Context: an optimization exercise on an open-source flow, tuned for small area and a short achievable clock period. The choices shown serve that exercise and are no tape-out recipe. Function was checked by simulation only, so behaviour that the tests miss may differ from the original. Power and IR drop assume default switching activity.

Setup of rev 12:
Design fc_head, start of the top module:
module fc_head #(
    parameter DATA_WIDTH = 16,
    parameter NUM_INPUTS = 1024,
    parameter NUM_OUTPUTS = 4
)(
    input clk,
    input rst,
    input [DATA_WIDTH-1:0] myinput,
    input [DATA_WIDTH*NUM_OUTPUTS-1:0] myweights,
    input myinputValid,
    output [DATA_WIDTH*NUM_OUTPUTS-1:0] softmax_out,
    output softmax_valid,
    output [7:0] led_control,
    output [DATA_WIDTH*NUM_OUTPUTS-1:0] logits
);
export LEC_CHECK = 0
export ABC_CLOCK_PERIOD_IN_PS = 1500
export CAP_MARGIN = 20
export CORE_MARGIN = 2
export CORE_UTILIZATION = 40
export CTS_CLUSTER_DIAMETER = 80
export CTS_CLUSTER_SIZE = 30
export SETUP_SLACK_MARGIN = 4.6
export SLEW_MARGIN = 20
create_clock -name core_clock -period 8.0 [get_ports {clk}]
standard.sh (not shown) runs the stock make flow with config.mk's settings and CLKGATE_MAP_FILE= SYNTH_SCRIPT=/design/flow/synth_recipe.tcl, a recipe that flattens the netlist after the stock synthesis.
==> flow/flow/run.sh <==
#!/bin/bash
export SYNTH_ARGS="-noabc"
bash standard.sh > standard.log 2>&1
Rev 12 completed; timing, DRC and antenna clean
Modified inputs, rev 13 compared to rev 12
- changing SETUP_SLACK_MARGIN from 4.6 to 4.85
- setting ABC_AREA to 1 for the first time
- removing ABC_CLOCK_PERIOD_IN_PS (formerly 1500)
- changing SLEW_MARGIN from 20 to 5
- changing CAP_MARGIN from 20 to 5
==> flow/flow/run.sh <==
#!/bin/bash
export SYNTH_ARGS="-noabc"
export BUFFER_PORTS_ARGS="-buffer_cell sky130_fd_sc_hd__buf_1"
bash standard.sh > standard.log 2>&1
[summary]
Summary of rev 13 over rev 12: buffers plus inverters on the worst setup path went down, via count went up, mapped cell area went down.
Summary — met3 usage, rev 13 relative to rev 12: lower, by 0.68 points.
Between rev 12 and rev 13, the xor-xnor portion of the synthesized cell area figures differ only marginally.

wip/delta:
fc_head again, from the RTL that the note above started with.
Settings: LEC_CHECK=0, ABC_AREA=1, CAP_MARGIN=20, CORE_MARGIN=2, CORE_UTILIZATION=40, CTS_CLUSTER_DIAMETER=80, CTS_CLUSTER_SIZE=30, SETUP_SLACK_MARGIN=4.75, SLEW_MARGIN=20; clock period 8.0 ns.
==> flow/flow/run.sh <==
#!/bin/bash
export SYNTH_ARGS="-noabc"
bash standard.sh > standard.log 2>&1
wip/delta: no failed stages, no open violations at the end
[inputs] wip/maple vs wip/delta
- a change of SETUP_SLACK_MARGIN from 4.75 to 4.5
Results
wip/maple ends up with lower slew at the pin closest to its max-slew limit than wip/delta does.
The total via count in the routed design of wip/maple is lower than that of wip/delta.
wip/maple against wip/delta; power per cell area is down by a few percent.
Maximum number of pins on one net before global-route repair: wip/maple vs wip/delta identical
Endpoint of the most critical setup path = output_layer[1].neuron_output.pc[15]: wip/delta; endpoint of the most critical setup path = logits[46]: wip/maple
Area taken by multi-input logic gates (lower): wip/maple
Route | wip/maple vs wip/delta | wire shorter in wip/maple
Here is what was changed in the inputs of wip/onyx compared with wip/maple.
- changing SETUP_SLACK_MARGIN from 4.5 to 4.85
- setting PLACE_DENSITY to 0.75 for the first time
[summary]
wip/onyx has completed all stages; timing, DRC and antenna checks passed. Of wip/onyx and wip/maple, it is wip/onyx that has the higher number of detailed-routing iterations run before antenna repair. Looking only at worst reg-to-reg setup slack, and setting everything else aside, the higher value of wip/maple and wip/onyx goes to wip/onyx. Summary: with wip/maple as the reference, leakage dissipation in wip/onyx moved up by a few percent. Relative area of non-clock buffer cells in the final design in wip/onyx is 1.9 points above wip/maple. Looking only at wire length per cell after detailed routing, and setting everything else aside, the lower value of wip/maple and wip/onyx goes to wip/maple. wip/maple -> wip/onyx: die area delta 0, exact match. Compared with wip/maple, in wip/onyx depth of the most critical reg-to-reg path dropped 1; maximum fanout along the worst path increased by 10 relative to the old numbers. On count of non-CTS inverters in the layout: between wip/maple and wip/onyx, it ends up lower for wip/maple. Lower clock-buffer cell count was reported by wip/onyx, not wip/maple. The higher highest achievable clock rate came out of wip/onyx.
Setup changes, wip/onyx to wip/fjord
- PLACE_DENSITY no longer set, was 0.75
- SETUP_SLACK_MARGIN now 4.5, was 4.85
==> flow/run.sh (new file) <==
#!/bin/bash
# synth_recipe.tcl (not shown) runs the flow's synth.tcl, then flattens the netlist and writes it again
# the make line also repeats each setting of config.mk as NAME=value (left out here)
make -C /OpenROAD-flow-scripts/flow DESIGN_CONFIG=/design/flow/config.mk WORK_HOME=/design/flow/orfs CLKGATE_MAP_FILE= SYNTH_SCRIPT=/design/flow/synth_recipe.tcl finish
removed: flow/flow/run.sh
removed: flow/standard.sh
[summary]
- wip/fjord finished every stage and its layout cleared the timing, DRC and antenna checks.
- Going from wip/onyx to wip/fjord, proportion of power drawn by the clock network grows by 0.9 points.
- Count of standard-cell rows went up slightly going from wip/onyx to wip/fjord.
- Wire: wip/fjord routes less than wip/onyx
- Summary: with wip/onyx as the reference, overall power after layout in wip/fjord moved down slightly.

Starting RTL as in the previous note.
clock: 8.0 ns
lec_check: 0
abc_area: 1
cap_margin: 20
core_margin: 2
core_utilization: 40
cts_cluster_diameter: 80
cts_cluster_size: 30
setup_slack_margin: 4.85
slew_margin: 20
==> flow/flow/run.sh <==
#!/bin/bash
export SYNTH_ARGS="-noabc"
bash standard.sh > standard.log 2>&1
==> next run, changes <==
SETUP_SLACK_MARGIN = 4.65   (was 4.85)
The new run passed the timing, DRC and antenna checks.
Worst setup slack degrades by 0.17 ns.
Flip-flop and latch count stays the same.
Routed wire length goes down by about 3.5%.
Clock power goes down by about 4%.
Sequential power stays flat.
Die area is unchanged.
Via count goes down by about 1.3%.
Final area goes down by about 2.7%.
==> next run, changes <==
--- a/flow/flow/run.sh
+++ b/flow/flow/run.sh
@@ -2,0 +3 @@
+export BUFFER_PORTS_ARGS="-buffer_cell sky130_fd_sc_hd__buf_1"
SETUP_SLACK_MARGIN = 4.85   (was 4.65)
Effect: The new run finished with timing, DRC and antenna clean; clock skew goes up by 0.0048 ns; routed wire length rose by 4.7%; sequential power barely changes; worst hold slack stays flat; cell area came out higher by 1.7%; via count increases by 2.0%.
==> next run, changes <==
==> flow/run.sh (new file) <==
#!/bin/bash
# synth_recipe.tcl (not shown) runs the flow's synth.tcl, then flattens the netlist and writes it again
# the make line also repeats each setting of config.mk as NAME=value (left out here)
make -C /OpenROAD-flow-scripts/flow DESIGN_CONFIG=/design/flow/config.mk WORK_HOME=/design/flow/orfs CLKGATE_MAP_FILE= SYNTH_SCRIPT=/design/flow/synth_recipe.tcl finish
ABC_AREA = default   (was 1)
ABC_CLOCK_PERIOD_IN_PS = 1500   (was default)
SETUP_SLACK_MARGIN = 4.7   (was 4.85)
removed: flow/flow/run.sh
removed: flow/standard.sh
Global-route usage rose by 0.99 points.
Final area rose by a few percent.
Critical path depth rose by 8.
Die area rose slightly.
Via count fell slightly.
Setup slack loses 0.43 ns.
==> next run, changes <==
==> flow/flow/run.sh (new file) <==
#!/bin/bash
export SYNTH_ARGS="-noabc"
bash standard.sh > standard.log 2>&1
==> flow/standard.sh (new file) <==
#!/bin/bash
# synth_recipe.tcl (not shown) runs the flow's synth.tcl, then flattens the netlist and writes it again
# the make line also repeats each setting of config.mk as NAME=value (left out here)
make -C /OpenROAD-flow-scripts/flow DESIGN_CONFIG=/design/flow/config.mk WORK_HOME=/design/flow/orfs CLKGATE_MAP_FILE= SYNTH_SCRIPT=/design/flow/synth_recipe.tcl "${@:-finish}"
ABC_AREA = 1   (was default)
ABC_CLOCK_PERIOD_IN_PS = default   (was 1500)
GPL_ROUTABILITY_DRIVEN = 0   (was default)
SETUP_SLACK_MARGIN = 4.85   (was 4.7)
removed: flow/run.sh
After rerunning: Combinational power is lower by about 15%; worst setup slack improved by 0.39 ns; design area is lower by 4.6%; cell count is higher by about 2.4%; synthesized cell count is higher by 4.7%; utilization is lower by 1.6 points; global-route usage is lower by 0.93 points.

Another version of the RTL of fc_head (not shown whole).
==> flow/config.mk <==
export PLATFORM = sky130hd
export DESIGN_NAME = fc_head
export DESIGN_NICKNAME = fc_head
export VERILOG_FILES = /design/flow/design.v
export SDC_FILE = /design/flow/constraint.sdc
export NUM_CORES = 4
export LEC_CHECK = 0
export ABC_CLOCK_PERIOD_IN_PS = 1500
export CAP_MARGIN = 20
export CORE_MARGIN = 2
export CORE_UTILIZATION = 40
export CTS_CLUSTER_DIAMETER = 80
export CTS_CLUSTER_SIZE = 30
export SETUP_SLACK_MARGIN = 4.65
export SLEW_MARGIN = 20
==> flow/constraint.sdc <==
create_clock -name core_clock -period 8.0 [get_ports {clk}]
set_input_delay 1.6000 -clock core_clock [delete_from_list [all_inputs] [get_ports {clk}]]
set_output_delay 1.6000 -clock core_clock [all_outputs]
set_load 0.01 [all_outputs]
run.sh (not shown) runs the stock make flow with config.mk's settings and CLKGATE_MAP_FILE= SYNTH_SCRIPT=/design/flow/synth_recipe.tcl, a recipe that flattens the netlist after the stock synthesis.
Stock flow here: none of the scripts above is used.
==> next run, changes <==
--- a/flow/config.mk
+++ b/flow/config.mk
@@ -9,7 +9,5 @@
 export CAP_MARGIN = 20
 export CORE_MARGIN = 2
-export CORE_UTILIZATION = 40
-export CTS_CLUSTER_DIAMETER = 80
-export CTS_CLUSTER_SIZE = 30
-export SETUP_SLACK_MARGIN = 4.65
+export CORE_UTILIZATION = 60
+export SETUP_SLACK_MARGIN = 4.8
 export SLEW_MARGIN = 20
Result: Non-clock buffer count rose by 83. Utilization went up by 24 points. Die area decreases by about 33%. Final area grows by about 2.4%.
==> next run, changes <==
--- a/flow/config.mk
+++ b/flow/config.mk
@@ -6,8 +6,10 @@
 export NUM_CORES = 4
 export LEC_CHECK = 0
-export ABC_CLOCK_PERIOD_IN_PS = 1500
+export ABC_CLOCK_PERIOD_IN_PS = 3000
 export CAP_MARGIN = 20
 export CORE_MARGIN = 2
-export CORE_UTILIZATION = 60
+export CORE_UTILIZATION = 40
+export CTS_CLUSTER_DIAMETER = 80
+export CTS_CLUSTER_SIZE = 30
 export SETUP_SLACK_MARGIN = 4.8
 export SLEW_MARGIN = 20
The changed run passed the timing, DRC and antenna checks.
Sequential cell count is unchanged.
Wire length came out higher by a few percent.
Global-route usage came out lower by 9.7 points.
Setup slack gets better by 0.013 ns.
Power came out lower by a few percent.
==> next run, changes <==
==> flow/flow/run.sh (new file) <==
#!/bin/bash
cp standard.sh standard_sh_copy.log 2>/dev/null
export SYNTH_ARGS="-noabc"
bash standard.sh > standard.log 2>&1
==> flow/standard.sh (new file) <==
#!/bin/bash
# synth_recipe.tcl (not shown) runs the flow's synth.tcl, then flattens the netlist and writes it again
# the make line also repeats each setting of config.mk as NAME=value (left out here)
make -C /OpenROAD-flow-scripts/flow DESIGN_CONFIG=/design/flow/config.mk WORK_HOME=/design/flow/orfs CLKGATE_MAP_FILE= SYNTH_SCRIPT=/design/flow/synth_recipe.tcl "${@:-finish}"
--- a/flow/config.mk
+++ b/flow/config.mk
@@ -6,5 +6,5 @@
 export NUM_CORES = 4
 export LEC_CHECK = 0
-export ABC_CLOCK_PERIOD_IN_PS = 3000
+export ABC_CLOCK_PERIOD_IN_PS = 1500
 export CAP_MARGIN = 20
 export CORE_MARGIN = 2
removed: flow/run.sh
Result: Worst hold slack improved by 0.0091 ns. Non-clock buffer count increases by 108. Routed wire length went down by 2.4%.

[port drivers added, routing unchanged]
Ports are ideal in the flow. The routed layouts listed here were re-timed in OpenROAD. Step 1: set_driving_cell puts a clkbuf_16 on clk and a buf_2 on each other input, an assumption about the parent block. Step 2 also shifts input and output timing later by t, the mid clock arrival at the registers, as if the neighbouring blocks saw the same clock. a / b / c = ideal ports / drivers / drivers and shift; a / b = the first two.
run | t (ns) | setup slack, ns | hold slack, ns | worst slew at a driven data input, ns
rev 12 | 0.732 | 4.360 / 4.360 / 4.360 | 0.444 / 0.444 / 0.444 | 0.13
rev 13 | 0.736 | 4.813 / 4.739 / 4.781 | 0.408 / 0.408 / 0.408 | 0.08
wip/delta | 0.728 | 4.790 / 4.738 / 4.217 | 0.407 / 0.407 / 0.407 | 0.06
wip/maple | 0.720 | 4.501 / 4.427 / 4.506 | 0.408 / 0.408 / 0.408 | 0.08
wip/onyx | 0.725 | 4.815 / 4.815 / 4.484 | 0.405 / 0.405 / 0.405 | 0.07
wip/fjord | 0.748 | 4.536 / 4.492 / 3.966 | 0.408 / 0.408 / 0.408 | 0.07
the first run of note 3 | 0.742 | 4.855 / 4.839 / 4.364 | 0.406 / 0.406 / 0.406 | 0.06
the second run of note 3 | 0.714 | 4.690 / 4.627 / 4.283 | 0.402 / 0.402 / 0.402 | 0.06
the third run of note 3 | 0.722 | 4.846 / 4.776 / 4.763 | 0.404 / 0.404 / 0.404 | 0.08
the fourth run of note 3 | 0.748 | 4.417 / 4.417 / 4.417 | 0.441 / 0.441 / 0.441 | 0.07
the fifth run of note 3 | 0.718 | 4.804 / 4.804 / 4.528 | 0.413 / 0.413 / 0.413 | 0.05
the first run of note 4 | 0.773 | 4.708 / 4.668 / 4.629 | 0.438 / 0.438 / 0.438 | 0.13
the second run of note 4 | 0.742 | 4.817 / 4.780 / 4.605 | 0.448 / 0.448 / 0.448 | 0.07
the third run of note 4 | 0.760 | 4.830 / 4.783 / 4.597 | 0.428 / 0.428 / 0.428 | 0.10
the fourth run of note 4 | 0.746 | 4.104 / 4.104 / 4.104 | 0.437 / 0.437 / 0.437 | 0.13
After both steps setup and hold are still met in every run listed. For wip/delta, which loses most, drivers alone change the setup slack by -0.052 ns; drivers and shift together by -0.573 ns.
